This design comes from an exercise in tuning for small area and a short achievable clock period on the open sky130 flow, not from production work.

==> job 1343 <==
// vgg
module vgg #(
    parameter data_bit = 9,
    parameter pixel_bit = 36,
    parameter ker_bias_bit = 16,
    parameter matrix_num = 9,
    parameter parallelism = 8,
    parameter img_w = 32,
    parameter img_h = 32
) (
    input clk,reset,
    input start,
    input [data_bit-1:0] data_in,
    input signed [ker_bias_bit*matrix_num*parallelism-1:0] kernel,
    input signed [ker_bias_bit*parallelism-1:0] bias,
    input signed [pixel_bit*parallelism-1:0] pixel_read,
    output [3:0]  state,
    output [3:0]  next_state,
    output        mode,
    output        input_en,
    output [15:0] input_addr,
    output [5:0]  input_offset,
    output        read_en,
    output [15:0] read_addr,
    output        write_en,
    output [15:0] write_addr,
    output [7:0]  kernel_addr,
    output [5:0]  bias_addr,
    output        write_l1_picture_en,
    output [7:0]  write_picture_counter,
    output [15:0] write_picture_total_counter,
    output        finish,
    output signed [pixel_bit*parallelism-1:0] pixel_write
);
==> module line_buffer, before the edit <==
module line_buffer #(
    parameter line_buffer_size = 226,
    parameter buffer_bit = 9
) (
    input clk,reset,
    input [buffer_bit-1:0] data_in,
    output reg [buffer_bit*9-1:0] matrix
);
    localparam chain_len = 2*line_buffer_size+3;
    reg [buffer_bit*chain_len-1:0] chain;
    reg [6:0] fill;
    reg [8:0] valid;
    always @(posedge clk or posedge reset) begin
        if (reset) fill <= 7'd0;
        else if (fill != chain_len) fill <= fill + 7'd1;
    end
    always @(posedge clk) begin
        chain <= {data_in, chain[buffer_bit*chain_len-1:buffer_bit]};
    end
    genvar t;
    generate
        for (t = 0; t < 9; t = t + 1) begin : win
            localparam integer k = (t/3)*line_buffer_size + t%3;
            always @(posedge clk or posedge reset) begin
                if (reset) valid[t] <= 1'b0;
                else valid[t] <= (fill >= chain_len-k-1);
            end
            always @(*) begin
                matrix[t*buffer_bit +: buffer_bit] =
                    chain[k*buffer_bit +: buffer_bit] & {buffer_bit{valid[t]}};
            end
        end
    endgenerate
endmodule
clock: 25.0 ns
lec_check: 0
cap_margin: 20
core_margin: 2
core_utilization: 40
slew_margin: 20
synth_hierarchical: 1
standard.sh (not shown) runs the stock make flow with config.mk's settings and CLKGATE_MAP_FILE= SYNTH_SCRIPT=/design/flow/synth_recipe.tcl, a recipe that flattens the netlist after the stock synthesis.
==> flow/flow/run.sh <==
#!/bin/bash
# Layout flow: the standard.sh (standard synthesis unchanged, then the
# ORFS flow) with these changes in how the layout is optimised:
#  - before global placement every cell is put at its smallest drive
#    strength (flow/downsize.tcl); repair_design / repair_timing size up
#    what slew, capacitance and timing need;
#  - every port still gets a buffer, but a plain buf_1 instead of a
#    clkdlybuf4s50_1 delay cell (sized up by the repair steps as needed);
#  - repair_timing aims for SETUP_SLACK_MARGIN ns of extra setup slack, so
#    the achieved period is optimised, not only the 25 ns target.
# The clock, I/O delays and loads are the design's (constraint.sdc as given).
set -euo pipefail
MARGIN=${MARGIN:-14}
HERE=$(pwd)
bash standard.sh SETUP_SLACK_MARGIN=$MARGIN PRE_GLOBAL_PLACE_TCL=$HERE/flow/downsize.tcl \
  "BUFFER_PORTS_ARGS=-buffer_cell sky130_fd_sc_hd__buf_1" finish > flow_make.log 2>&1
==> flow/flow/downsize.tcl <==
# Put every standard cell at the smallest drive strength of its function
# (same cell name up to the _N drive suffix); the resizer's repair_design and
# repair_timing later size up what the timing and slew need.
set db [ord::get_db]
set block [[$db getChip] getBlock]
set n 0
set area_before 0.0
set area_after 0.0
array set best {}
foreach inst [$block getInsts] {
  set m [$inst getMaster]
  set name [$m getName]
  if {![regexp {^(sky130_fd_sc_hd__[a-z0-9]+)_([0-9]+)$} $name -> base drv]} { continue }
  if {[string match "*dfxtp*" $base] || [string match "*dfrtp*" $base] || [string match "*conb*" $base] || [string match "*tap*" $base] || [string match "*fill*" $base] || [string match "*decap*" $base]} { continue }
  if {![info exists best($base)]} {
    set bm ""
    set ba 1e9
    foreach d {0 1 2 4} {
      set cand [$db findMaster ${base}_$d]
      if {$cand == "NULL" || $cand == ""} { continue }
      set a [expr {[$cand getWidth] * [$cand getHeight]}]
      if {$a < $ba} { set ba $a; set bm $cand }
    }
    set best($base) $bm
  }
  set bm $best($base)
  if {$bm != "" && [$bm getName] != $name} {
    $inst swapMaster $bm
    incr n
  }
}
puts "downsize: swapped $n instances to their smallest drive"
==> job 4044: changes against job 1343 <==
--- a/flow/design.v
+++ b/flow/design.v
@@ -277,3 +277,2 @@
     reg [6:0] fill;
-    reg [8:0] valid;
     always @(posedge clk or posedge reset) begin
@@ -289,9 +288,5 @@
             localparam integer k = (t/3)*line_buffer_size + t%3;
-            always @(posedge clk or posedge reset) begin
-                if (reset) valid[t] <= 1'b0;
-                else valid[t] <= (fill >= chain_len-k-1);
-            end
             always @(*) begin
                 matrix[t*buffer_bit +: buffer_bit] =
-                    chain[k*buffer_bit +: buffer_bit] & {buffer_bit{valid[t]}};
+                    (fill >= chain_len-k) ? chain[k*buffer_bit +: buffer_bit] : {buffer_bit{1'b0}};
             end
==> flow/flow/run.sh (replaced) <==
#!/bin/bash
# Layout flow: the standard.sh (standard synthesis unchanged, then the
# ORFS flow) with two changes in how the layout is optimised:
#  - before global placement every cell is put at its smallest drive
#    strength (flow/downsize.tcl); repair_design / repair_timing size up
#    what slew, capacitance and timing need;
#  - repair_timing aims for SETUP_SLACK_MARGIN ns of extra setup slack, so
#    the achieved period is optimised, not only the 25 ns target.
# The clock, I/O delays and loads are the design's (constraint.sdc as given).
set -euo pipefail
MARGIN=${MARGIN:-14}
HERE=$(pwd)
bash standard.sh SETUP_SLACK_MARGIN=$MARGIN PRE_GLOBAL_PLACE_TCL=$HERE/flow/downsize.tcl finish > flow_make.log 2>&1
==> results.txt <==
Between job 4044 and job 1343, the lower via count is in job 1343 (gap 0.64%, measured against job 1343). In job 4044 the clock-buffer cell count is higher than in job 1343, by 4. In job 4044 the critical path depth is higher than in job 1343, by 2. Between job 4044 and job 1343, the lower worst hold slack is in job 4044 (gap 0.0015 ns).
==> figures <==
Result of the run: job 4044 finished clean; job 1343 finished clean
Crit path setup slack, layout: job 4044 14.02 ns; job 1343 14.09 ns
Depth of the worst register-to-register path: job 4044 31; job 1343 27
FFs & Latches: job 4044 1,326; job 1343 1,335
Sum of routed wire length over all layers: job 4044 1660 mm; job 1343 1600 mm
Hold-critical path endpoint: job 4044 line_buffer.chain[311]$_DFF_P_; job 1343 line_buffer.chain[128]$_DFF_P_
Share of cells above drive strength 1: job 4044 0.0400; job 1343 0.0438
Initial antenna violation count: job 4044 550; job 1343 695
Post-CTS Setup Inserts: job 4044 1; job 1343 4
Area of the die: job 4044 750,000 µm²; job 1343 751,000 µm²
Fill cell instance count of the final layout: job 4044 71,100; job 1343 72,700
No run of this note included a check of the RTL's function; only the layout flow was run.

-- separate check: timing with driven ports --
No port has a modelled driver above. Below, the same layouts with a new extraction and two added sets of constraints. Step 1 assumes that a clkbuf_16 drives the clock port and a buf_2 every other input. Step 2 moves the port delays by t, midway between the first and last clock arrival at a register: inputs arrive t later, outputs are due t later. That takes back most of the time a late clock gives input paths. Three values: ideal ports, drivers, drivers and shift; two values: the first two.
| run | t, ns | setup WS [ns] | slew at the worst register clock pin (ns) |
|---|---|---|---|
| job 1343 | 1.110 | 14.086 / 13.956 / 13.693 | 0.08 / 0.08 |
| job 4044 | 1.171 | 14.022 / 13.883 / 13.392 | 0.10 / 0.10 |
After both steps setup and hold are still met in every run listed. For job 4044, which loses most, drivers alone change the setup slack by -0.139 ns; drivers and shift together by -0.630 ns.
